This is an optimization exercise on Yosys and OpenROAD, whose aim is small area, a short achievable clock period and few clock cycles per item, not a production implementation.
Only simulation tests tie the RTL to the original design; equivalence was not proved.

== job 104 ==
==> flow/design.v <==
module absdiff (
	input  wire [30:0] x,
	input  wire [30:0] y,
	output wire [30:0] d,
	output wire        xgty,
	output wire        xeqy
);
localparam N = 31;
localparam L = 5;
wire [N-1:0] p0 = ~(x ^ y);
wire [N-1:0] g0 = x & ~y;
reg [N-1:0] G;
reg [N-1:0] P;
reg [N-1:0] c;
integer l, i;
always @* begin
	G = g0;
	P = p0;
	for (l = 0; l < L; l = l + 1)
		for (i = 0; i < N; i = i + 1)
			if ((i + 1) % (2 << l) == 0) begin
				G[i] = G[i] | (P[i] & G[i - (1 << l)]);
				P[i] = P[i] & P[i - (1 << l)];
			end
	for (l = L - 2; l >= 0; l = l - 1)
		for (i = 0; i < N; i = i + 1)
			if ((i + 1) % (2 << l) == (1 << l) && i >= (2 << l)) begin
				G[i] = G[i] | (P[i] & G[i - (1 << l)]);
				P[i] = P[i] & P[i - (1 << l)];
			end
	c[0] = G[N-1];
	for (i = 1; i < N; i = i + 1)
		c[i] = G[i-1] | (P[i-1] & G[N-1]);
end
wire gall = G[N-1];
assign d    = p0 ^ c ^ {N{~gall}};
assign xgty = gall;
assign xeqy = P[N-1];
endmodule
module top(
		input wire [31:0] opa,
		input wire [31:0] opb,
		input wire start,
		input wire rst,
		input wire clk,
		output reg done,
		output reg [31:0] result
);
reg        busy;
reg        zf;      
reg        zbp;     
reg        gy;      
reg        gx;      
reg  [4:0] k;
reg [31:0] a;
reg [31:0] b;
wire        xgty;
wire        xeqy;
wire [30:0] dh;
wire [30:0] xh = a[31:1] & {31{gx}};
wire [30:0] yh = b[31:1] & {31{gy}};
absdiff u_absdiff(.x(xh), .y(yh), .d(dh), .xgty(xgty), .xeqy(xeqy));
wire eqt = xeqy & a[0] & b[0];
wire b1  = (b == 32'd1);    
wire fin = zf | eqt | b1;
wire kz  = (k == 5'd0);
always @* begin
	done   = busy & fin & kz;
	result = b;
end
wire accept = start & (~busy | done);
wire [2:0] tz = xh[2:0] ^ yh[2:0];
reg  [30:0] ds;
always @* begin
	if (tz[0])      ds = dh;
	else if (tz[1]) ds = {1'b0, dh[30:1]};
	else if (tz[2]) ds = {2'b0, dh[30:2]};
	else            ds = {3'b0, dh[30:3]};
end
wire opaz = (opa == 32'd0);
wire opbz = (opb == 32'd0);
reg  [4:0] kin;
wire [31:0] oab = opa | opb;
integer i;
always @* begin
	kin = 5'd0;
	for (i = 31; i >= 0; i = i - 1)
		if (oab[i]) kin = i[4:0];
	if (opaz || opbz) kin = 5'd0;
end
always @(posedge clk or negedge rst) begin
	if (~rst) begin
		busy <= 1'b0;
	end else begin
		busy <= start | (busy & ~done);
	end
end
wire zfn = accept ? opaz : (fin | zbp);
wire an0 = accept ? opa[0] : ((|tz) | dh[3]);
wire bn0 = accept ? opb[0] : (~fin & (xgty ? b[0] : a[0]));
always @(posedge clk) begin
	zf  <= zfn;
	gy  <= (an0 | ~bn0) & ~zfn;
	gx  <= bn0;
	zbp <= accept & opbz;
	if (accept) begin
		a <= opa;
		b <= opb;
		k <= kin;
	end else begin
		a <= {1'b0, ds};
		if (fin) begin
			b <= {b[30:0], 1'b0};
			k <= k - 5'd1;
		end else if (~xgty)
			b <= a;
	end
end
endmodule
clock: 7.0 ns
lec_check: 0
cap_margin: 20
core_margin: 2
core_utilization: 40
setup_slack_margin: 3.0
slew_margin: 20
standard.sh (not shown) runs the stock make flow with config.mk's settings and CLKGATE_MAP_FILE= SYNTH_SCRIPT=/design/flow/synth_recipe.tcl, a recipe that flattens the netlist after the stock synthesis.
==> flow/flow/run.sh <==
#!/bin/bash
# Standard layout, with plain buf_1 cells as the port buffers.
set -euo pipefail
export BUFFER_PORTS_ARGS="-buffer_cell sky130_fd_sc_hd__buf_1"
bash standard.sh > standard.log 2>&1
Testbench counts of job 104, summed over its fixed seeds: cycles 51,745, items 2,400.
The following lists how job 102 was set up differently from job 104:
diff --git a/flow/design.v b/flow/design.v
--- a/flow/design.v
+++ b/flow/design.v
@@ -47,20 +47,19 @@
 		output reg [31:0] result
 );
 reg        busy;
 reg        zf;      
 reg        zbp;     
 reg        gy;      
-reg        gx;      
 reg  [4:0] k;
 reg [31:0] a;
 reg [31:0] b;
 wire        xgty;
 wire        xeqy;
 wire [30:0] dh;
-wire [30:0] xh = a[31:1] & {31{gx}};
+wire [30:0] xh = a[31:1] & {31{b[0]}};
 wire [30:0] yh = b[31:1] & {31{gy}};
 absdiff u_absdiff(.x(xh), .y(yh), .d(dh), .xgty(xgty), .xeqy(xeqy));
 wire eqt = xeqy & a[0] & b[0];
 wire b1  = (b == 32'd1);    
 wire fin = zf | eqt | b1;
 wire kz  = (k == 5'd0);
@@ -98,13 +97,12 @@
 wire zfn = accept ? opaz : (fin | zbp);
 wire an0 = accept ? opa[0] : ((|tz) | dh[3]);
 wire bn0 = accept ? opb[0] : (~fin & (xgty ? b[0] : a[0]));
 always @(posedge clk) begin
 	zf  <= zfn;
 	gy  <= (an0 | ~bn0) & ~zfn;
-	gx  <= bn0;
 	zbp <= accept & opbz;
 	if (accept) begin
 		a <= opa;
 		b <= opb;
 		k <= kin;
 	end else begin
Findings:
- Job 102: flow completed, timing, DRC and antenna clean
- Comparing job 102 with job 104, the initial standard-cell utilization of the core came out essentially unchanged.
- The worst hold margin reported for job 102 is greater than that of job 104 by 0.062 ns.
- Compared to job 104, job 102 has total wire length after detailed routing about 6% lower.
- Of job 102 and job 104, it is job 102 that has the lower non-clock buffer count in the final layout.
- Summary of job 102 over job 104: clock skew flat; full die area went down; synthesized cell count went up by 0.48%.
- Job 102 vs. job 104: wire length of the first global-routing pass went down by 3.8%.
- Reported for job 102 and job 104, number of buffers inserted during clock tree synthesis turned out identical to the last digit.
- Largest family of logic cells by synthesized area: simple AND/OR/NAND/NOR gates -> job 102, compound AO/OA/AOI/OAI gates -> job 104
Testbench counts of job 102, summed over its fixed seeds: cycles 51,745, items 2,400.

[re-timing with driven ports]
The results above use ideal ports. As a check the final layouts listed here were re-extracted and re-timed, cells and wires unchanged.
Step 1, drivers: a clkbuf_16 drives clk and a buf_2 each remaining input, both assumed.
Step 2 moves the port delays by t, midway between the first and last clock arrival at a register: inputs arrive t later, outputs are due t later. That takes back most of the time a late clock gives input paths.
Three values: no drivers, after step 1, after step 2; two values: the first two.
run	t, ns	setup WS [ns]	worst setup path after step 2	worst register clock-pin slew, ns	pins driven straight from the clock port
job 104	0.383	2.932 / 2.889 / 3.034	register to register	0.07 / 0.07	1
job 102	0.387	2.837 / 2.793 / 3.141	register to register	0.07 / 0.07	1
After both steps setup and hold are still met in every run listed.
